What follows belongs to an exercise in optimizing a design on an open flow for small area and a short achievable clock period; a production flow would make more cautious choices. Function was checked by simulation only, so behaviour that the tests miss may differ from the original. No activity file was given, so power comes from the tool's default toggle rates.

[flow/config.mk]
export PLATFORM = sky130hd
export DESIGN_NAME = CPU
export DESIGN_NICKNAME = CPU
export VERILOG_FILES = /design/flow/design.v
export SDC_FILE = /design/flow/constraint.sdc
export NUM_CORES = 4
export LEC_CHECK = 0
export CAP_MARGIN = 20
export CORE_MARGIN = 2
export CORE_UTILIZATION = 40
export SETUP_SLACK_MARGIN = 2.5
export SLEW_MARGIN = 20
[flow/constraint.sdc]
create_clock -name core_clock -period 4.5 [get_ports {clk}]
set_input_delay 0.9000 -clock core_clock [delete_from_list [all_inputs] [get_ports {clk}]]
set_output_delay 0.9000 -clock core_clock [all_outputs]
set_load 0.01 [all_outputs]
[flow/design.v]
module CPU(
    clk,
    rst_n,
    in_valid,
    instruction,
    out_valid,
    instruction_fail,
    out_0,
    out_1,
    out_2,
    out_3,
    out_4,
    out_5
);
input clk;
input rst_n;
input in_valid;
input [31:0] instruction;
output logic out_valid, instruction_fail;
output logic [15:0] out_0, out_1, out_2, out_3, out_4, out_5;
function automatic [5:0] regsel(input [4:0] c);
    regsel[0] =  c[0] & ~c[1];
    regsel[1] = ~c[0] &  c[1];
    regsel[2] = ~c[4];
    regsel[3] =  c[2] & ~c[3];
    regsel[4] =  c[2] &  c[3];
    regsel[5] =  c[4] & ~c[0] & ~c[1] & ~c[2];
endfunction
wire [5:0] opc = instruction[31:26];
wire [5:0] fn  = instruction[5:0];
wire is_r    = (opc == 6'b000000);
wire is_addi = (opc == 6'b001000);
wire f_add   = is_r & (fn == 6'b100000);
wire f_mult  = is_r & (fn == 6'b011000);
wire f_sll   = is_r & (fn == 6'b000000);
wire f_sra   = is_r & (fn == 6'b000010);
wire f_relu  = is_r & (fn == 6'b110001);
wire f_lrelu = is_r & (fn == 6'b110010);
wire supported = is_addi | f_add | f_mult | f_sll | f_sra | f_relu | f_lrelu;
wire [5:0] sa = regsel(instruction[25:21]);
wire [5:0] sb = regsel(instruction[20:16]);
wire [15:0] rs_v = ({16{sa[0]}} & out_0) | ({16{sa[1]}} & out_1) | ({16{sa[2]}} & out_2) |
                   ({16{sa[3]}} & out_3) | ({16{sa[4]}} & out_4) | ({16{sa[5]}} & out_5);
wire [15:0] rt_v = ({16{sb[0]}} & out_0) | ({16{sb[1]}} & out_1) | ({16{sb[2]}} & out_2) |
                   ({16{sb[3]}} & out_3) | ({16{sb[4]}} & out_4) | ({16{sb[5]}} & out_5);
wire [4:0] dcode = is_addi ? instruction[20:16] : instruction[15:11];
logic [15:0] a0, b0;
logic [4:0]  sh0;
logic        add0, mul0, lrelu0, relu0, sll0, sra0;
logic [2:0]  d0;
logic        v0, f0;
always_ff @(posedge clk) begin
    a0 <= rs_v;
    b0 <= is_addi ? instruction[15:0] : rt_v;
    sh0 <= instruction[10:6];
    add0 <= is_addi | f_add;
    mul0 <= f_mult;
    lrelu0 <= f_lrelu;
    relu0 <= f_relu;
    sll0 <= f_sll;
    sra0 <= f_sra;
    d0 <= {dcode[3], dcode[1], dcode[0]};
end
always_ff @(posedge clk or negedge rst_n) begin
    if (!rst_n) begin
        v0 <= 1'b0;
        f0 <= 1'b0;
    end else begin
        v0 <= in_valid;
        f0 <= in_valid & ~supported;
    end
end
wire m1_d = mul0 | (lrelu0 & b0[15]);
wire [17:0] add_b = m1_d ? {a0[15], a0, 1'b0} : {{2{b0[15]}}, b0};
wire [17:0] sum1 = {{2{a0[15]}}, a0} + add_b;
wire [15:0] shl = (sh0[4]) ? 16'd0 : (b0 << sh0[3:0]);
wire [15:0] shr = $signed(b0) >>> sh0;
wire [15:0] res1 = add0 ? sum1[15:0] :
                   sll0 ? shl :
                   sra0 ? shr :
                   (relu0 & b0[15]) ? 16'd0 : b0;
function automatic [4:0] booth8(input [3:0] g);  
    case (g)
        4'b0000: booth8 = 5'b0_0000;
        4'b0001: booth8 = 5'b0_0001;
        4'b0010: booth8 = 5'b0_0001;
        4'b0011: booth8 = 5'b0_0010;
        4'b0100: booth8 = 5'b0_0010;
        4'b0101: booth8 = 5'b0_0100;
        4'b0110: booth8 = 5'b0_0100;
        4'b0111: booth8 = 5'b0_1000;
        4'b1000: booth8 = 5'b1_1000;
        4'b1001: booth8 = 5'b1_0100;
        4'b1010: booth8 = 5'b1_0100;
        4'b1011: booth8 = 5'b1_0010;
        4'b1100: booth8 = 5'b1_0010;
        4'b1101: booth8 = 5'b1_0001;
        4'b1110: booth8 = 5'b1_0001;
        default: booth8 = 5'b0_0000;
    endcase
endfunction
wire [16:0] bx = {b0, 1'b0};
wire [4:0] g0 = booth8(bx[3:0]);
wire [4:0] g1 = booth8(bx[6:3]);
wire [4:0] g2 = booth8(bx[9:6]);
wire [4:0] g3 = booth8(bx[12:9]);
wire [4:0] g4 = booth8(bx[15:12]);
wire [15:0] neg_a = ~a0 + 16'd1;
wire [15:0] r5_d = !m1_d ? res1 :
                   (b0[15] & ~b0[14]) ? neg_a :
                   (~b0[15] & b0[14]) ? a0 : 16'd0;
logic [15:0] a1, r5;
logic [17:0] t1;
logic [24:0] dg1;
logic [2:0]  d1;
logic        v1, f1;
always_ff @(posedge clk) begin
    a1 <= a0;
    t1 <= sum1;
    r5 <= r5_d;
    dg1 <= m1_d ? {g4, g3, g2, g1, g0} : 25'd0;
    d1 <= d0;
end
always_ff @(posedge clk or negedge rst_n) begin
    if (!rst_n) begin
        v1 <= 1'b0;
        f1 <= 1'b0;
    end else begin
        v1 <= v0;
        f1 <= f0;
    end
end
wire [18:0] m1x = {{3{a1[15]}}, a1};
wire [18:0] m2x = {{2{a1[15]}}, a1, 1'b0};
wire [18:0] m3x = {t1[17], t1};
wire [18:0] m4x = {a1[15], a1, 2'b0};
function automatic [18:0] ppsel(input [4:0] g, input [18:0] x1, input [18:0] x2,
                                input [18:0] x3, input [18:0] x4);
    ppsel = ({19{g[0]}} & x1) | ({19{g[1]}} & x2) | ({19{g[2]}} & x3) | ({19{g[3]}} & x4);
    ppsel = ppsel ^ {19{g[4]}};
endfunction
wire [18:0] pp0 = ppsel(dg1[4:0],   m1x, m2x, m3x, m4x);
wire [18:0] pp1 = ppsel(dg1[9:5],   m1x, m2x, m3x, m4x);
wire [18:0] pp2 = ppsel(dg1[14:10], m1x, m2x, m3x, m4x);
wire [18:0] pp3 = ppsel(dg1[19:15], m1x, m2x, m3x, m4x);
wire [18:0] pp4 = ppsel(dg1[24:20], m1x, m2x, m3x, m4x);
wire [4:0]  ng  = {dg1[24], dg1[19], dg1[14], dg1[9], dg1[4]};
wire [30:0] tx, ty;
wire ts1, tc2, ts3, tc4, ts5, tc6, ts7, tc8, ts9, tc10, ts11, tc12, ts13, tc14, ts15, tc16, ts17, tc18, ts19, tc20, ts21, tc22, ts23, tc24, ts25, tc26, ts27, tc28, ts29, tc30, ts31, tc32, ts33, tc34, ts35, tc36, ts37, tc38, ts39, tc40, ts41, tc42, ts43, tc44, ts45, tc46, ts47, tc48, ts49, tc50, ts51, tc52, ts53, tc54, ts55, tc56, ts57, tc58, ts59, tc60, ts61, tc62, ts63, tc64, ts65, tc66, ts67, tc68, ts69, tc70, ts71, tc72, ts73, tc74, ts75, tc76, ts77, tc78, ts79, tc80, ts81, tc82, ts83, tc84, ts85, tc86, ts87, tc88, ts89, tc90, ts91, tc92, ts93, tc94, ts95, tc96, ts97, tc98, ts99, tc100, ts101, tc102, ts103, tc104, ts105, tc106, ts107, tc108, ts109, tc110, ts111, tc112, ts113, tc114, ts115, tc116, ts117, tc118, ts119, tc120, ts121, tc122, ts123, tc124, ts125, tc126, ts127, tc128, ts129, tc130, ts131, tc132, ts133, tc134, ts135, tc136, ts137, tc138, ts139, tc140, ts141, tc142, ts143, tc144, ts145, tc146, ts147, tc148, ts149, tc150, ts151, tc152, ts153, tc154, ts155, tc156, ts157, tc158, ts159, tc160, ts161, tc162, ts163, tc164, ts165, tc166;
assign ts1 = pp0[9] ^ pp1[6];
assign tc2 = pp0[9] & pp1[6];
assign ts3 = pp0[10] ^ pp1[7];
assign tc4 = pp0[10] & pp1[7];
assign ts5 = pp0[11] ^ pp1[8];
assign tc6 = pp0[11] & pp1[8];
assign ts7 = pp0[12] ^ pp1[9] ^ pp2[6];
assign tc8 = (pp0[12] & pp1[9]) | (pp0[12] & pp2[6]) | (pp1[9] & pp2[6]);
assign ts9 = pp3[3] ^ pp4[0];
assign tc10 = pp3[3] & pp4[0];
assign ts11 = pp0[13] ^ pp1[10] ^ pp2[7];
assign tc12 = (pp0[13] & pp1[10]) | (pp0[13] & pp2[7]) | (pp1[10] & pp2[7]);
assign ts13 = pp3[4] ^ pp4[1];
assign tc14 = pp3[4] & pp4[1];
assign ts15 = pp0[14] ^ pp1[11] ^ pp2[8];
assign tc16 = (pp0[14] & pp1[11]) | (pp0[14] & pp2[8]) | (pp1[11] & pp2[8]);
assign ts17 = pp3[5] ^ pp4[2];
assign tc18 = pp3[5] & pp4[2];
assign ts19 = pp0[15] ^ pp1[12] ^ pp2[9];
assign tc20 = (pp0[15] & pp1[12]) | (pp0[15] & pp2[9]) | (pp1[12] & pp2[9]);
assign ts21 = pp3[6] ^ pp4[3] ^ r5[0];
assign tc22 = (pp3[6] & pp4[3]) | (pp3[6] & r5[0]) | (pp4[3] & r5[0]);
assign ts23 = pp0[16] ^ pp1[13] ^ pp2[10];
assign tc24 = (pp0[16] & pp1[13]) | (pp0[16] & pp2[10]) | (pp1[13] & pp2[10]);
assign ts25 = pp3[7] ^ pp4[4] ^ r5[1];
assign tc26 = (pp3[7] & pp4[4]) | (pp3[7] & r5[1]) | (pp4[4] & r5[1]);
assign ts27 = pp0[17] ^ pp1[14] ^ pp2[11];
assign tc28 = (pp0[17] & pp1[14]) | (pp0[17] & pp2[11]) | (pp1[14] & pp2[11]);
assign ts29 = pp3[8] ^ pp4[5] ^ r5[2];
assign tc30 = (pp3[8] & pp4[5]) | (pp3[8] & r5[2]) | (pp4[5] & r5[2]);
assign ts31 = pp0[18] ^ pp1[15] ^ pp2[12];
assign tc32 = (pp0[18] & pp1[15]) | (pp0[18] & pp2[12]) | (pp1[15] & pp2[12]);
assign ts33 = pp3[9] ^ pp4[6] ^ r5[3];
assign tc34 = (pp3[9] & pp4[6]) | (pp3[9] & r5[3]) | (pp4[6] & r5[3]);
assign ts35 = pp0[18] ^ pp1[16] ^ pp2[13];
assign tc36 = (pp0[18] & pp1[16]) | (pp0[18] & pp2[13]) | (pp1[16] & pp2[13]);
assign ts37 = pp3[10] ^ pp4[7] ^ r5[4];
assign tc38 = (pp3[10] & pp4[7]) | (pp3[10] & r5[4]) | (pp4[7] & r5[4]);
assign ts39 = pp0[18] ^ pp1[17] ^ pp2[14];
assign tc40 = (pp0[18] & pp1[17]) | (pp0[18] & pp2[14]) | (pp1[17] & pp2[14]);
assign ts41 = pp3[11] ^ pp4[8] ^ r5[5];
assign tc42 = (pp3[11] & pp4[8]) | (pp3[11] & r5[5]) | (pp4[8] & r5[5]);
assign ts43 = ~pp0[18] ^ ~pp1[18] ^ pp2[15];
assign tc44 = (~pp0[18] & ~pp1[18]) | (~pp0[18] & pp2[15]) | (~pp1[18] & pp2[15]);
assign ts45 = pp3[12] ^ pp4[9] ^ r5[6];
assign tc46 = (pp3[12] & pp4[9]) | (pp3[12] & r5[6]) | (pp4[9] & r5[6]);
assign ts47 = pp2[16] ^ pp3[13] ^ pp4[10];
assign tc48 = (pp2[16] & pp3[13]) | (pp2[16] & pp4[10]) | (pp3[13] & pp4[10]);
assign ts49 = r5[7] ^ 1'b1;
assign tc50 = r5[7] & 1'b1;
assign ts51 = pp2[17] ^ pp3[14] ^ pp4[11];
assign tc52 = (pp2[17] & pp3[14]) | (pp2[17] & pp4[11]) | (pp3[14] & pp4[11]);
assign ts53 = r5[8] ^ 1'b1;
assign tc54 = r5[8] & 1'b1;
assign ts55 = ~pp2[18] ^ pp3[15] ^ pp4[12];
assign tc56 = (~pp2[18] & pp3[15]) | (~pp2[18] & pp4[12]) | (pp3[15] & pp4[12]);
assign ts57 = pp3[16] ^ pp4[13];
assign tc58 = pp3[16] & pp4[13];
assign ts59 = pp3[17] ^ pp4[14];
assign tc60 = pp3[17] & pp4[14];
assign ts61 = pp0[6] ^ pp1[3];
assign tc62 = pp0[6] & pp1[3];
assign ts63 = pp0[7] ^ pp1[4];
assign tc64 = pp0[7] & pp1[4];
assign ts65 = pp0[8] ^ pp1[5];
assign tc66 = pp0[8] & pp1[5];
assign ts67 = pp2[3] ^ pp3[0] ^ ng[3];
assign tc68 = (pp2[3] & pp3[0]) | (pp2[3] & ng[3]) | (pp3[0] & ng[3]);
assign ts69 = pp2[4] ^ pp3[1] ^ tc2;
assign tc70 = (pp2[4] & pp3[1]) | (pp2[4] & tc2) | (pp3[1] & tc2);
assign ts71 = pp2[5] ^ pp3[2] ^ tc4;
assign tc72 = (pp2[5] & pp3[2]) | (pp2[5] & tc4) | (pp3[2] & tc4);
assign ts73 = ng[4] ^ tc6 ^ ts7;
assign tc74 = (ng[4] & tc6) | (ng[4] & ts7) | (tc6 & ts7);
assign ts75 = tc8 ^ tc10 ^ ts11;
assign tc76 = (tc8 & tc10) | (tc8 & ts11) | (tc10 & ts11);
assign ts77 = tc12 ^ tc14 ^ ts15;
assign tc78 = (tc12 & tc14) | (tc12 & ts15) | (tc14 & ts15);
assign ts79 = tc16 ^ tc18 ^ ts19;
assign tc80 = (tc16 & tc18) | (tc16 & ts19) | (tc18 & ts19);
assign ts81 = tc20 ^ tc22 ^ ts23;
assign tc82 = (tc20 & tc22) | (tc20 & ts23) | (tc22 & ts23);
assign ts83 = tc24 ^ tc26 ^ ts27;
assign tc84 = (tc24 & tc26) | (tc24 & ts27) | (tc26 & ts27);
assign ts85 = tc28 ^ tc30 ^ ts31;
assign tc86 = (tc28 & tc30) | (tc28 & ts31) | (tc30 & ts31);
assign ts87 = tc32 ^ tc34 ^ ts35;
assign tc88 = (tc32 & tc34) | (tc32 & ts35) | (tc34 & ts35);
assign ts89 = tc36 ^ tc38 ^ ts39;
assign tc90 = (tc36 & tc38) | (tc36 & ts39) | (tc38 & ts39);
assign ts91 = tc40 ^ tc42 ^ ts43;
assign tc92 = (tc40 & tc42) | (tc40 & ts43) | (tc42 & ts43);
assign ts93 = tc44 ^ tc46 ^ ts47;
assign tc94 = (tc44 & tc46) | (tc44 & ts47) | (tc46 & ts47);
assign ts95 = tc48 ^ tc50 ^ ts51;
assign tc96 = (tc48 & tc50) | (tc48 & ts51) | (tc50 & ts51);
assign ts97 = r5[9] ^ tc52 ^ tc54;
assign tc98 = (r5[9] & tc52) | (r5[9] & tc54) | (tc52 & tc54);
assign ts99 = r5[10] ^ 1'b1 ^ tc56;
assign tc100 = (r5[10] & 1'b1) | (r5[10] & tc56) | (1'b1 & tc56);
assign ts101 = r5[11] ^ 1'b1 ^ tc58;
assign tc102 = (r5[11] & 1'b1) | (r5[11] & tc58) | (1'b1 & tc58);
assign ts103 = ~pp3[18] ^ pp4[15] ^ r5[12];
assign tc104 = (~pp3[18] & pp4[15]) | (~pp3[18] & r5[12]) | (pp4[15] & r5[12]);
assign ts105 = pp4[16] ^ r5[13];
assign tc106 = pp4[16] & r5[13];
assign ts107 = pp4[17] ^ r5[14];
assign tc108 = pp4[17] & r5[14];
assign ts109 = pp4[18] ^ r5[15];
assign tc110 = pp4[18] & r5[15];
assign ts111 = pp0[3] ^ pp1[0];
assign tc112 = pp0[3] & pp1[0];
assign ts113 = pp0[4] ^ pp1[1];
assign tc114 = pp0[4] & pp1[1];
assign ts115 = pp0[5] ^ pp1[2];
assign tc116 = pp0[5] & pp1[2];
assign ts117 = pp2[0] ^ ng[2] ^ ts61;
assign tc118 = (pp2[0] & ng[2]) | (pp2[0] & ts61) | (ng[2] & ts61);
assign ts119 = pp2[1] ^ tc62 ^ ts63;
assign tc120 = (pp2[1] & tc62) | (pp2[1] & ts63) | (tc62 & ts63);
assign ts121 = pp2[2] ^ tc64 ^ ts65;
assign tc122 = (pp2[2] & tc64) | (pp2[2] & ts65) | (tc64 & ts65);
assign ts123 = ts1 ^ tc66 ^ ts67;
assign tc124 = (ts1 & tc66) | (ts1 & ts67) | (tc66 & ts67);
assign ts125 = ts3 ^ tc68 ^ ts69;
assign tc126 = (ts3 & tc68) | (ts3 & ts69) | (tc68 & ts69);
assign ts127 = ts5 ^ tc70 ^ ts71;
assign tc128 = (ts5 & tc70) | (ts5 & ts71) | (tc70 & ts71);
assign ts129 = ts9 ^ tc72 ^ ts73;
assign tc130 = (ts9 & tc72) | (ts9 & ts73) | (tc72 & ts73);
assign ts131 = ts13 ^ tc74 ^ ts75;
assign tc132 = (ts13 & tc74) | (ts13 & ts75) | (tc74 & ts75);
assign ts133 = ts17 ^ tc76 ^ ts77;
assign tc134 = (ts17 & tc76) | (ts17 & ts77) | (tc76 & ts77);
assign ts135 = ts21 ^ tc78 ^ ts79;
assign tc136 = (ts21 & tc78) | (ts21 & ts79) | (tc78 & ts79);
assign ts137 = ts25 ^ tc80 ^ ts81;
assign tc138 = (ts25 & tc80) | (ts25 & ts81) | (tc80 & ts81);
assign ts139 = ts29 ^ tc82 ^ ts83;
assign tc140 = (ts29 & tc82) | (ts29 & ts83) | (tc82 & ts83);
assign ts141 = ts33 ^ tc84 ^ ts85;
assign tc142 = (ts33 & tc84) | (ts33 & ts85) | (tc84 & ts85);
assign ts143 = ts37 ^ tc86 ^ ts87;
assign tc144 = (ts37 & tc86) | (ts37 & ts87) | (tc86 & ts87);
assign ts145 = ts41 ^ tc88 ^ ts89;
assign tc146 = (ts41 & tc88) | (ts41 & ts89) | (tc88 & ts89);
assign ts147 = ts45 ^ tc90 ^ ts91;
assign tc148 = (ts45 & tc90) | (ts45 & ts91) | (tc90 & ts91);
assign ts149 = ts49 ^ tc92 ^ ts93;
assign tc150 = (ts49 & tc92) | (ts49 & ts93) | (tc92 & ts93);
assign ts151 = ts53 ^ tc94 ^ ts95;
assign tc152 = (ts53 & tc94) | (ts53 & ts95) | (tc94 & ts95);
assign ts153 = ts55 ^ tc96 ^ ts97;
assign tc154 = (ts55 & tc96) | (ts55 & ts97) | (tc96 & ts97);
assign ts155 = ts57 ^ tc98 ^ ts99;
assign tc156 = (ts57 & tc98) | (ts57 & ts99) | (tc98 & ts99);
assign ts157 = ts59 ^ tc100 ^ ts101;
assign tc158 = (ts59 & tc100) | (ts59 & ts101) | (tc100 & ts101);
assign ts159 = tc60 ^ tc102 ^ ts103;
assign tc160 = (tc60 & tc102) | (tc60 & ts103) | (tc102 & ts103);
assign ts161 = 1'b1 ^ tc104 ^ ts105;
assign tc162 = (1'b1 & tc104) | (1'b1 & ts105) | (tc104 & ts105);
assign ts163 = 1'b1 ^ tc106 ^ ts107;
assign tc164 = (1'b1 & tc106) | (1'b1 & ts107) | (tc106 & ts107);
assign ts165 = 1'b1 ^ tc108 ^ ts109;
assign tc166 = (1'b1 & tc108) | (1'b1 & ts109) | (tc108 & ts109);
assign tx[0] = pp0[0];
assign ty[0] = ng[0];
assign tx[1] = pp0[1];
assign ty[1] = 1'b0;
assign tx[2] = pp0[2];
assign ty[2] = 1'b0;
assign tx[3] = ng[1];
assign ty[3] = ts111;
assign tx[4] = tc112;
assign ty[4] = ts113;
assign tx[5] = tc114;
assign ty[5] = ts115;
assign tx[6] = tc116;
assign ty[6] = ts117;
assign tx[7] = tc118;
assign ty[7] = ts119;
assign tx[8] = tc120;
assign ty[8] = ts121;
assign tx[9] = tc122;
assign ty[9] = ts123;
assign tx[10] = tc124;
assign ty[10] = ts125;
assign tx[11] = tc126;
assign ty[11] = ts127;
assign tx[12] = tc128;
assign ty[12] = ts129;
assign tx[13] = tc130;
assign ty[13] = ts131;
assign tx[14] = tc132;
assign ty[14] = ts133;
assign tx[15] = tc134;
assign ty[15] = ts135;
assign tx[16] = tc136;
assign ty[16] = ts137;
assign tx[17] = tc138;
assign ty[17] = ts139;
assign tx[18] = tc140;
assign ty[18] = ts141;
assign tx[19] = tc142;
assign ty[19] = ts143;
assign tx[20] = tc144;
assign ty[20] = ts145;
assign tx[21] = tc146;
assign ty[21] = ts147;
assign tx[22] = tc148;
assign ty[22] = ts149;
assign tx[23] = tc150;
assign ty[23] = ts151;
assign tx[24] = tc152;
assign ty[24] = ts153;
assign tx[25] = tc154;
assign ty[25] = ts155;
assign tx[26] = tc156;
assign ty[26] = ts157;
assign tx[27] = tc158;
assign ty[27] = ts159;
assign tx[28] = tc160;
assign ty[28] = ts161;
assign tx[29] = tc162;
assign ty[29] = ts163;
assign tx[30] = tc164;
assign ty[30] = ts165;
wire [9:0] lo2 = {1'b0, tx[8:0]} + {1'b0, ty[8:0]};
logic [21:0] x2, y2;
logic        c2;
logic [2:0]  d2;
logic        v2, f2;
always_ff @(posedge clk) begin
    x2 <= tx[30:9];
    y2 <= ty[30:9];
    c2 <= lo2[9];
    d2 <= d1;
end
always_ff @(posedge clk or negedge rst_n) begin
    if (!rst_n) begin
        v2 <= 1'b0;
        f2 <= 1'b0;
    end else begin
        v2 <= v1;
        f2 <= f1;
    end
end
wire [21:0] sum3 = x2 + y2 + {21'd0, c2};
wire [15:0] wb = sum3[21:6];
wire wr = v2 & ~f2;
wire [5:0] we;
assign we[0] = wr & ~d2[2] & ~d2[1] &  d2[0];
assign we[1] = wr & ~d2[2] &  d2[1] & ~d2[0];
assign we[2] = wr &  d2[2] & ~d2[1];
assign we[3] = wr & ~d2[2] &  d2[1] &  d2[0];
assign we[4] = wr &  d2[2] &  d2[1];
assign we[5] = wr & ~d2[2] & ~d2[1] & ~d2[0];
always_ff @(posedge clk or negedge rst_n) begin
    if (!rst_n) begin
        out_valid <= 1'b0;
        instruction_fail <= 1'b0;
        out_0 <= 16'd0;
        out_1 <= 16'd0;
        out_2 <= 16'd0;
        out_3 <= 16'd0;
        out_4 <= 16'd0;
        out_5 <= 16'd0;
    end else begin
        out_valid <= v2;
        instruction_fail <= v2 & f2;
        out_0 <= !v2 ? 16'd0 : we[0] ? wb : out_0;
        out_1 <= !v2 ? 16'd0 : we[1] ? wb : out_1;
        out_2 <= !v2 ? 16'd0 : we[2] ? wb : out_2;
        out_3 <= !v2 ? 16'd0 : we[3] ? wb : out_3;
        out_4 <= !v2 ? 16'd0 : we[4] ? wb : out_4;
        out_5 <= !v2 ? 16'd0 : we[5] ? wb : out_5;
    end
end
endmodule
[flow/run.sh]
#!/bin/bash
# synth_recipe.tcl (not shown) runs the flow's synth.tcl, then flattens the netlist and writes it again
# the make line also repeats each setting of config.mk as NAME=value (left out here)
make -C /OpenROAD-flow-scripts/flow DESIGN_CONFIG=/design/flow/config.mk WORK_HOME=/design/flow/orfs CLKGATE_MAP_FILE= SYNTH_SCRIPT=/design/flow/synth_recipe.tcl finish
==> results of run 1 <==
## sequential cells by signal, summed over array words and instances, names as in the netlist, 3 cells and up
signal / count
out_0: 16
out_4: 16
x2: 22
d1: 3
out_1: 16
a1: 16
r5: 16
a0: 16
out_3: 16
y2: 22
out_5: 16
sh0: 5
t1: 18
d2: 3
out_2: 16
b0: 16
d0: 3
dg1: 25
## cell type report
| cell class | instances | area, µm² | area share |
|---|---|---|---|
| multi-input combinational | 1392 | 12900 | 0.514 |
| antenna | 1 | 2.50 | 0.0000997 |
| tap | 592 | 741 | 0.0295 |
| inverter | 110 | 419 | 0.0167 |
| sequential | 276 | 6240 | 0.249 |
| timing repair buffer | 437 | 3760 | 0.150 |
| clock buffer | 38 | 842 | 0.0336 |
| clock inverter | 20 | 184 | 0.00733 |
## timing repair
item / in CTS / in global routing
endpoints found under the hold margin: 0 / 0
cloned: 2 / 2
buffers inserted: 187 / 77
gates resized for setup: 789 / 217
pin swaps: 125 / 125
endpoints found under the setup margin: 308 / 284
## cell usage after synthesis (9+ instances only)
library cell / count
dfxtp_1: 172
a31oi_1: 36
clkbuf_1: 126
a211oi_1: 11
mux2i_1: 32
xnor2_1: 92
nand3_1: 21
and2_1: 11
o211ai_1: 9
a21oi_1: 99
xor2_1: 41
nor2b_1: 29
inv_1: 109
a22oi_1: 31
nor2_1: 104
a21o_1: 11
mux2_2: 64
buf_1: 11
ha_1: 77
fa_1: 53
buf_2: 9
a31o_2: 9
a222oi_1: 38
or3_1: 9
o21a_1: 10
dfrtp_1: 104
o21ai_0: 118
nand2_1: 182
o22ai_1: 11
a221oi_1: 68
a22o_1: 66
mux4_2: 18
nor3_1: 27
and3_1: 15
## power by group through the flow
| stage | logic (mW) | clock network (mW) | registers, mW |
|---|---|---|---|
| 2_1_floorplan | 2.52 | 0 | 3.59 |
| 3_3_place_gp | 3.66 | 0 | 4.15 |
| 3_5_place_dp | 3.70 | 0 | 4.15 |
| 4_1_cts | 4.78 | 2.57 | 3.99 |
| 5_1_grt | 5.82 | 2.67 | 4.08 |
| 6_report | 5.48 | 2.55 | 4.04 |
## per-stage QoR
stage / power, mW / instance area, µm² / hold WS (ns)
floorplan: 6.11 / 18700 / 0.310
global placement: 7.81 / 20200 / 0.312
detailed placement: 7.84 / 20200 / 0.312
CTS: 11.3 / 23600 / 0.328
global route: 12.6 / 25100 / 0.329
finish: 12.1 / 25100 / 0.327
## per-layer routing
layer / wire length [µm] / vias up / track usage
met3: 6230 / 237 / 0.0449
met5: 18 / - / 0
met2: 33000 / 978 / 0.475
li1: - / 7669 / -
met1: 29000 / 8758 / 0.396
met4: 3860 / 2 / 0.130
## how the worst min path moves through the flow
stage                     startpoint  slack (ns)  endpoint
final                          d1[1]        0.33     d2[1]
after global routing           d1[1]        0.33     d2[1]
after CTS                      d1[1]        0.33     d2[1]
after detailed placement       d0[1]        0.31     d1[1]
after global placement         d1[1]        0.31     d2[1]
after floorplan                d0[0]        0.31     d1[0]
## critical path, stage by stage (launching register included)
cell	delay [ns]
dfxtp_4	0.36
buf_12	0.14
or2_4	0.22
o21a_1	0.17
a21oi_2	0.14
xor2_2	0.11
fa_2	0.56
inv_1	0.05
fa_1	0.48
inv_1	0.05
fa_1	0.47
inv_1	0.03
## logic make-up after synthesis
logic type,count (synthesis),share of synthesized area
buffers and inverters,263,0.0579
multiplexers,117,0.0856
flip-flops,276,0.339
XOR/XNOR,133,0.0654
adder cells (fa/ha/maj),131,0.114
AND/OR/NAND/NOR,441,0.113
AO/OA/AOI/OAI,567,0.224
==> results.py, run 1 <==
metrics = {
    "power": {
        "p_switching_mw": 4.94,
        "pwr-share-comb": 0.454,
        "p_leak_nw": 10.7,
        "netSwitchingFraction": 0.409,
        "power.density_mw_per_mm2": 481,
        "power.internal_mw": 7.13,
        "vdd_ir_drop_max_mv": 0.371,
        "seq_power_share": 0.335,
        "clockPowerShare": 0.211,
    },
    "place": {
        "pre_cts_ws_ns": 1.14,
        "dpl.cell_count": 2539,
        "gp_congestion": 0.902,
        "port_buffers": 132,
        "dp_hpwl_mm": 47.9,
    },
    "sta": {
        "relSlewSlack": 0.281,
        "finalHoldViolCount": 0,
        "timing.fmax_ghz": 0.349,
        "clock_skew_ns": 0.0239,
        "fin_setup_tns_ns": 0,
        "finalMaxSlewViolations": 0,
        "rsz0062_at_grt": "yes",
        "final.min_clock_period_ns": 2.87,
        "worst_pin_slew_ns": 1.08,
        "fin_ws_ns": 1.63,
        "timing.final.crit_share": 0.638,
        "setup_viol_count_final": 0,
    },
    "setup_path": {
        "arrival_ns": 3.35,
        "r2r_slack_ns": 1.63,
        "cp_max_fo": 3,
        "crit_end": "y2[14]",
        "reg2regPathDepth": 11,
        "r2r_end": "y2[14]",
        "reg2reg_from": "dg1[10]",
        "crit_type": "reg2reg",
        "timing.critical_path.required_ns": 4.98,
        "cp-end-kind": "flop",
        "cp-startpoint": "dg1[10]",
        "start_kind": "flop",
    },
    "final_layout": {
        "fill_cells": 3860,
        "final_cells": 2866,
        "final_common_cell": "buf_4",
        "fin_nets": 2413,
        "final_cell_mix": "buf_4 (239), nand2_1 (173), inv_1 (98)",
        "syn_to_final_growth_pct": 40.8,
        "drive_gt1_frac": 0.428,
        "utilization": 0.569,
    },
    "yosys": {
        "async_flop_share": 0.377,
        "synth_seq_cells": 276,
        "syn_inst": 1928,
        "yosysTopAreaCell": "dfxtp_1",
        "syn_nets": 2093,
        "synth_top_flop_cell": "dfxtp_1",
        "synth_top_area_frac": 0.193,
        "ys_types": 75,
        "syn_avg_cell_area_um2": 9.24,
        "synth-seq-area-share": 0.339,
        "syn_area_mm2": 0.0178,
        "yosysWarningCount": 1,
        "synth-edff-count": 0,
        "synth.area.top_cells": "dfxtp_1 (19%), dfrtp_1 (15%), fa_1 (6.0%)",
    },
    "status": {
        "outcome": "finished clean",
    },
    "route": {
        "drc": 0,
        "wl_mm": 72.1,
        "drtPass1Iterations": 8,
        "wire_per_inst_um": 25.1,
        "drt_iter0_drc": 1923,
        "vias_per_cell": 6.16,
        "dr_total_vias": 17600,
        "ant_nets": 0,
    },
    "worst_hold_path": {
        "hold_path_class": "reg2reg",
        "hold_depth": 0,
    },
    "floorplanning": {
        "start_util": 0.404,
        "die_x_um": 215,
        "pin_count": 133,
        "core_mm2": 0.0441,
        "rows": 77,
        "die_y_um": 215,
        "dieArea_mm2": 0.0462,
    },
    "grt": {
        "grt_pass1_wl_mm": 106,
        "grt_max_degree": 74,
        "grt_pass1_vias": 17000,
        "grtUsageTotal": 0.296,
        "antenna_found_initial": 2,
        "globalRouteOverflowTotal": 0,
    },
    "clocking": {
        "cts_buffers": 31,
        "htree_levels": 1,
        "hold_buffers": 0,
        "cts.sinks": 276,
        "clock_latency_ns": 0.59,
        "clkTransAtPathRegs_ns": 0.07,
        "clockRootBuffer": "clkbuf_16",
        "cts_tree": "done",
        "clock_path_buffers": 3,
    },
    "job": {
        "max_cap_viol_count": 0,
    },
}
==> run 2, diff against run 1 <==
--- a/flow/config.mk
+++ b/flow/config.mk
@@ -8,5 +8,5 @@
 export CAP_MARGIN = 20
 export CORE_MARGIN = 2
 export CORE_UTILIZATION = 40
-export SETUP_SLACK_MARGIN = 2.5
+export SETUP_SLACK_MARGIN = 2.0
 export SLEW_MARGIN = 20
==> run 2 against run 1 <==
- still clean on timing, DRC and antenna
- wire length shrank 6.2%
- register-to-register slack is essentially flat
- synthesized cell count is the same
- design area shrank 8.7%
- clock skew shrank 0.0050 ns
- die area is the same
- sequential power grew 1%
- critical path depth shrank 4
- sequential share of layout area grew 2.3 points
- via count shrank 6.4%
- utilization shrank 4.9 points
- maximum frequency is essentially flat
- critical endpoint is now y2[7]
==> results.py, run 2 <==
metrics = {
    "status": {
        "outcome": "finished clean",
    },
    "sta": {
        "fin_setup_tns_ns": 0,
        "rsz0062_at_grt": "yes",
        "final.min_clock_period_ns": 2.87,
        "relSlewSlack": 0.221,
        "clock_skew_ns": 0.0189,
        "timing.fmax_ghz": 0.349,
        "finalMaxSlewViolations": 0,
        "finalHoldViolCount": 0,
        "timing.final.crit_share": 0.637,
        "setup_viol_count_final": 0,
        "worst_pin_slew_ns": 1.16,
        "fin_ws_ns": 1.63,
        "worst_hold_slack_ns": 0.324,
    },
    "yosys": {
        "synth.area.top_cells": "dfxtp_1 (19%), dfrtp_1 (15%), fa_1 (6.0%)",
        "syn_nets": 2093,
        "synth-seq-area-share": 0.339,
        "ys_types": 75,
        "synth_seq_cells": 276,
        "syn_area_mm2": 0.0178,
        "yosysMostFrequentCell": "nand2_1",
        "async_flop_share": 0.377,
        "synthTopCellsByCount": "nand2_1 (182), dfxtp_1 (172), clkbuf_1 (126)",
        "synth_top_area_frac": 0.193,
        "syn_avg_cell_area_um2": 9.24,
        "synth-edff-count": 0,
        "synth_top_flop_cell": "dfxtp_1",
        "yosysTopAreaCell": "dfxtp_1",
        "syn_inst": 1928,
        "yosysWarningCount": 1,
    },
    "final_layout": {
        "regMostFlops": "dg1",
        "fin_nets": 2236,
        "final_common_cell": "nand2_1",
        "largest_reg_flops": 25,
        "syn_to_final_growth_pct": 28.6,
        "antenna_cells": 0,
        "drive_gt1_frac": 0.262,
        "final_cell_mix": "nand2_1 (179), dfxtp_1 (111), clkdlybuf4s50_1 (109)",
        "final_cells": 2687,
        "largestRegisters": "dg1 (25), x2 (22), y2 (22)",
    },
    "route": {
        "route.met2.wl_mm": 30.6,
        "ant_nets": 0,
        "highest_layer": "met4",
        "drt_iter0_drc": 1803,
        "vias_per_cell": 6.15,
        "wl_mm": 67.6,
        "dr_total_vias": 16500,
        "wl_met3_mm": 5.63,
        "wire_per_inst_um": 25.2,
        "drc": 0,
        "wirelength_met1_mm": 28.1,
        "drtPass1Iterations": 10,
    },
    "setup_path": {
        "worstPathCellList": "or2_4, a222oi_1, xor2_1, fa_2, fa_1, inv_1, fa_2",
        "timing.critical_path.required_ns": 5.01,
        "cp-end-kind": "flop",
        "crit_path_frequent_cell": "fa_2",
        "start_kind": "flop",
        "crit_type": "reg2reg",
        "cpMaxStageDelayCell": "fa_2",
        "slowest_delay_ns": 0.50,
        "arrival_ns": 3.38,
        "reg2regPathDepth": 7,
        "cp_max_fo": 3,
    },
    "grt": {
        "globalRouteOverflowTotal": 0,
        "grt_pass1_wl_mm": 100,
        "grtUsageTotal": 0.281,
        "grt_max_degree": 81,
        "grt_pass1_vias": 15900,
        "antenna_found_initial": 0,
    },
    "clocking": {
        "cts.sinks": 276,
        "htree_levels": 1,
        "clockRootBuffer": "clkbuf_16",
        "clock_latency_ns": 0.58,
        "clkTransAtPathRegs_ns": 0.07,
        "cts_tree": "done",
        "hold_buffers": 0,
        "clock_path_buffers": 3,
        "cts_buffers": 30,
    },
    "power": {
        "power.density_mw_per_mm2": 485,
        "p_leak_nw": 9.53,
        "vdd_ir_drop_max_mv": 0.297,
    },
    "worst_hold_path": {
        "hold_path_class": "reg2reg",
        "hold_depth": 0,
    },
    "floorplanning": {
        "die_y_um": 215,
        "pin_count": 133,
        "start_util": 0.404,
        "die_x_um": 215,
        "dieArea_mm2": 0.0462,
        "core_mm2": 0.0441,
        "rows": 77,
    },
    "place": {
        "port_buffers": 132,
        "dp_hpwl_mm": 46.7,
        "gp_congestion": 0.924,
        "pre_cts_ws_ns": 1.27,
        "dpl.cell_count": 2532,
    },
    "job": {
        "max_cap_viol_count": 0,
    },
}
==> run 2: cell types whose count changed in the layout (fill, tap and decap cells not counted), sizes merged, moves of 3 or more <==
cell / delta
clkinv: -4
buf: -276
clkdlybuf4s50: +86
clkdlybuf4s15: -3
dlymetal6s2s: +13
==> run 2: critical path: cells and delay by family, from the launching register on <==
family                   cells  cell delay, ns
flip-flops                   1            0.35
AND/OR/NAND/NOR              1            0.27
adder cells (fa/ha/maj)      3            1.46
buffers and inverters        1            0.05
AO/OA/AOI/OAI                1            0.43
XOR/XNOR                     1            0.23
==> run 2: worst paths after layout <==
| check | start | endpoint | slack [ns] |
|---|---|---|---|
| worst max-delay path | dg1[0] | y2[7] | 1.63 |
| worst min-delay path | d1[2] | d2[2] | 0.32 |
| worst max register to register | dg1[0] | y2[7] | 1.63 |
| worst min register to register | d1[2] | d2[2] | 0.32 |
| max in group asynchronous | rst_n | out_3[1] | 3.27 |
| min in group asynchronous | rst_n | out_3[11] | 0.37 |
==> run 2: timing repair <==
item | 4_1_cts | 5_1_grt
setup endpoints to repair | 166 | 152
pin swaps | 53 | 66
gates cloned | 4 | 0
gates resized for setup | 199 | 123
buffers inserted | 56 | 39
endpoints found under the hold margin | 0 | 0
==> run 2: report_power, final <==
part	total [mW]	internal (mW)	switching [mW]	leakage, nW
registers	4.08	3.06	1.02	2.78
clock network	2.61	1.54	1.08	0.520
logic	4.42	2.04	2.38	6.23
total	11.1	6.64	4.47	9.53
==> run 2: final cells by class <==
cell class	count	area, µm²
well taps	592	741
clock buffers	39	867
inverters	110	419
fillers	4062	21200
clock inverters	17	180
multi-input cells	1392	12000
repair buffers	261	2520
flip-flops and latches	276	6220
==> run 2: cells by family after synthesis <==
group | share of synthesized area
XOR/XNOR | 0.0654
multiplexers | 0.0856
AND/OR/NAND/NOR | 0.113
flip-flops | 0.339
AO/OA/AOI/OAI | 0.224
buffers and inverters | 0.0579
adder cells (fa/ha/maj) | 0.114
==> run 2: stage by stage <==
| stage | cell area [µm²] | utilization | power, mW |
|---|---|---|---|
| floorplan | 18400 | - | 6.05 |
| global placement | 19900 | 0.450 | 7.74 |
| detailed placement | 19900 | 0.450 | 7.76 |
| CTS | 22000 | 0.500 | 10.8 |
| global route | 22900 | 0.519 | 11.6 |
| finish | 22900 | 0.519 | 11.1 |
==> run 2: layer usage <==
layer,GRT usage,vias to the layer above
met2,0.440,878
met1,0.384,8157
li1,-,7294
met4,0.119,0
met3,0.0473,185
met5,0,-
==> run 3, diff against run 2 <==
--- a/flow/config.mk
+++ b/flow/config.mk
@@ -8,5 +8,4 @@
 export CAP_MARGIN = 20
 export CORE_MARGIN = 2
 export CORE_UTILIZATION = 40
-export SETUP_SLACK_MARGIN = 2.0
 export SLEW_MARGIN = 20
==> run 3 against run 2 <==
- still clean on timing, DRC and antenna
- synthesized cell count stayed put
- clock-buffer cell count grew 5
- utilization shrank 4.9 points
- clock skew up 0.011 ns
- largest power group is now registers
==> results.py, run 3 <==
metrics = {
    "status": {
        "outcome": "finished clean",
    },
    "floorplanning": {
        "start_util": 0.404,
        "dieArea_mm2": 0.0462,
        "die_x_um": 215,
        "die_y_um": 215,
        "pin_count": 133,
        "core_mm2": 0.0441,
        "rows": 77,
    },
    "worst_hold_path": {
        "hold_path_class": "reg2reg",
    },
    "sta": {
        "setup_viol_count_final": 0,
        "fin_setup_tns_ns": 0,
        "worst_hold_slack_ns": 0.327,
        "relSlewSlack": 0.175,
        "finalMaxSlewViolations": 0,
        "final.min_clock_period_ns": 3.36,
        "timing.fmax_ghz": 0.297,
        "worst_pin_slew_ns": 1.23,
        "finalHoldViolCount": 0,
        "rsz0062_at_grt": "no",
        "clock_skew_ns": 0.0303,
        "timing.final.crit_share": 0.747,
    },
    "power": {
        "p_leak_nw": 8.60,
        "vdd_ir_drop_max_mv": 0.311,
        "power.density_mw_per_mm2": 506,
    },
    "setup_path": {
        "cp-end-kind": "flop",
        "crit_end": "r5[13]",
        "reg2regPathDepth": 12,
        "cp-startpoint": "b0[15]",
        "cp_max_fo": 20,
        "start_kind": "flop",
        "reg2reg_from": "b0[15]",
        "crit_type": "reg2reg",
        "slowest_delay_ns": 0.53,
        "arrival_ns": 3.79,
        "cpMaxStageDelayCell": "a21oi_2",
        "crit_path_frequent_cell": "o21ai_0",
        "timing.critical_path.required_ns": 4.93,
        "worstPathCellList": "a21oi_2, buf_4, nand2_1, o21ai_0, ha_1, o21ai_0, o21ai_0, a31oi_1, o21bai_1, xor2_1, o221ai_1, o21ai_0",
        "r2r_end": "r5[13]",
        "r2r_slack_ns": 1.14,
    },
    "job": {
        "max_cap_viol_count": 0,
    },
    "final_layout": {
        "fin_nets": 2147,
        "final_cell_mix": "nand2_1 (182), dfxtp_1 (171), clkdlybuf4s50_1 (131)",
        "final_cells": 2599,
        "syn_to_final_growth_pct": 16.5,
        "largestRegisters": "dg1 (25), x2 (22), y2 (22)",
        "regMostFlops": "dg1",
        "largest_reg_flops": 25,
        "fill_cells": 4238,
        "final_common_cell": "nand2_1",
        "final_area_mm2": 0.0208,
        "utilization": 0.470,
        "drive_gt1_frac": 0.107,
    },
    "grt": {
        "grt_pass1_wl_mm": 94.2,
        "globalRouteOverflowTotal": 0,
        "grtUsageTotal": 0.262,
        "grt_pass1_vias": 15100,
        "grt_max_degree": 70,
        "antenna_found_initial": 0,
    },
    "yosys": {
        "syn_nets": 2093,
        "ys_types": 75,
        "syn_area_mm2": 0.0178,
        "synth_seq_cells": 276,
        "synth_top_area_frac": 0.193,
        "synth.area.top_cells": "dfxtp_1 (19%), dfrtp_1 (15%), fa_1 (6.0%)",
        "async_flop_share": 0.377,
        "synth-seq-area-share": 0.339,
        "yosysTopAreaCell": "dfxtp_1",
        "yosysMostFrequentCell": "nand2_1",
        "syn_avg_cell_area_um2": 9.24,
        "syn_inst": 1928,
        "synth-edff-count": 0,
        "yosysWarningCount": 1,
        "synthTopCellsByCount": "nand2_1 (182), dfxtp_1 (172), clkbuf_1 (126)",
        "synth_top_flop_cell": "dfxtp_1",
    },
    "clocking": {
        "hold_buffers": 0,
        "cts_buffers": 31,
        "clock_latency_ns": 0.59,
        "clkTransAtPathRegs_ns": 0.06,
        "cts_tree": "done",
        "cts.sinks": 276,
        "cts_resized": 0,
        "cts_setup_buffers": 0,
        "clock_path_buffers": 3,
        "htree_levels": 1,
        "clockRootBuffer": "clkbuf_16",
    },
    "place": {
        "gp_congestion": 0.955,
        "post_dp_cell_area_mm2": 0.0196,
        "dpl.cell_count": 2541,
        "dp_hpwl_mm": 46.3,
        "port_buffers": 132,
    },
    "route": {
        "vias_per_cell": 6.09,
        "wire_per_inst_um": 24.0,
        "drtPass1Iterations": 7,
        "dr_total_vias": 15800,
        "wl_mm": 62.4,
        "drc": 0,
        "ant_nets": 0,
        "drt_iter0_drc": 1884,
    },
}
-- run 3: cell counts after synthesis --
No cell type changed its count.
-- run 3: critical path, delay by kind of cell (launching register included) --
kind / cells / cell delay (ns)
flops: 1 / 0.35
simple gates: 1 / 0.07
fa+ha+maj: 1 / 0.30
xor+xnor: 1 / 0.21
compound gates: 8 / 1.93
buf+inv: 1 / 0.34
-- run 3: through the flow --
step	power (mW)	worst slack (ns)
3_3_place_gp	7.61	1.23
6_report	10.5	1.14
2_1_floorplan	5.95	1.44
3_5_place_dp	7.65	1.18
4_1_cts	10.5	1.14
5_1_grt	11.0	0.862
-- run 3: report_power, final --
| group | switching, mW | internal (mW) |
|---|---|---|
| sequential | 0.979 | 3.03 |
| clock | 1.06 | 1.73 |
| combinational | 2.07 | 1.64 |
| total | 4.11 | 6.40 |
-- run 3: worst min path at each step --
stage	startpoint	end	slack, ns	cells after the start
final	d0[1]	d1[1]	0.33	0
after global routing	d0[0]	d1[0]	0.33	0
after CTS	d0[1]	d1[1]	0.33	0
after detailed placement	d0[1]	d1[1]	0.31	0
after global placement	d0[0]	d1[0]	0.31	0
after floorplan	d0[0]	d1[0]	0.31	0
-- run 3: layout make-up --
type / instances / area [µm²] / share of cell area
inverter: 110 / 413 / 0.0199
antenna: 1 / 2.50 / 0.000121
clock buffer: 44 / 967 / 0.0466
multi-input combinational: 1389 / 10800 / 0.519
clock inverter: 13 / 188 / 0.00904
sequential: 276 / 6050 / 0.291
tap: 592 / 741 / 0.0357
timing repair buffer: 174 / 1630 / 0.0787
-- run 3: kinds of logic after synthesis --
group / count (synthesis) / synth area share
fa+ha+maj: 131 / 0.114
mux: 117 / 0.0856
flops: 276 / 0.339
xor+xnor: 133 / 0.0654
compound gates: 567 / 0.224
simple gates: 441 / 0.113
buf+inv: 263 / 0.0579
-- run 3: metal layers --
layer  vias up  wire length [µm]  track usage
met1      7732             27200        0.373
met2       847             27600        0.408
met5         -                 0            0
li1       7112                 -            -
met3       144              5140       0.0385
met4         0              2450       0.0901

static timing again, ports no longer ideal:
The flow's constraints put no driver on any port. The routed layouts listed below were extracted and timed again, unchanged, in two steps. Step 1: set_driving_cell puts a clkbuf_16 on clk and a buf_2 on each other input, an assumption about the parent block. Step 2 adds t to the input delays and takes it off the output delays; t is the mean of the earliest and latest rising clock arrival at the registers after step 1. Input paths then give back, and output paths get back, about the clock's delay inside the block. Slacks: no drivers / after step 1 / after step 2; pairs: no drivers / after step 1.
run | shift t [ns] | slack for setup (ns) | cell pins on the clock port's net
run 1 | 0.631 | 1.631 / 1.631 / 1.631 | 1
run 2 | 0.628 | 1.632 / 1.632 / 1.431 | 1
run 3 | 0.627 | 1.138 / 1.138 / 1.138 | 1
After both steps setup and hold are still met in every run listed. For run 2, which loses most, drivers alone change the setup slack by 0.000 ns; drivers and shift together by -0.201 ns.
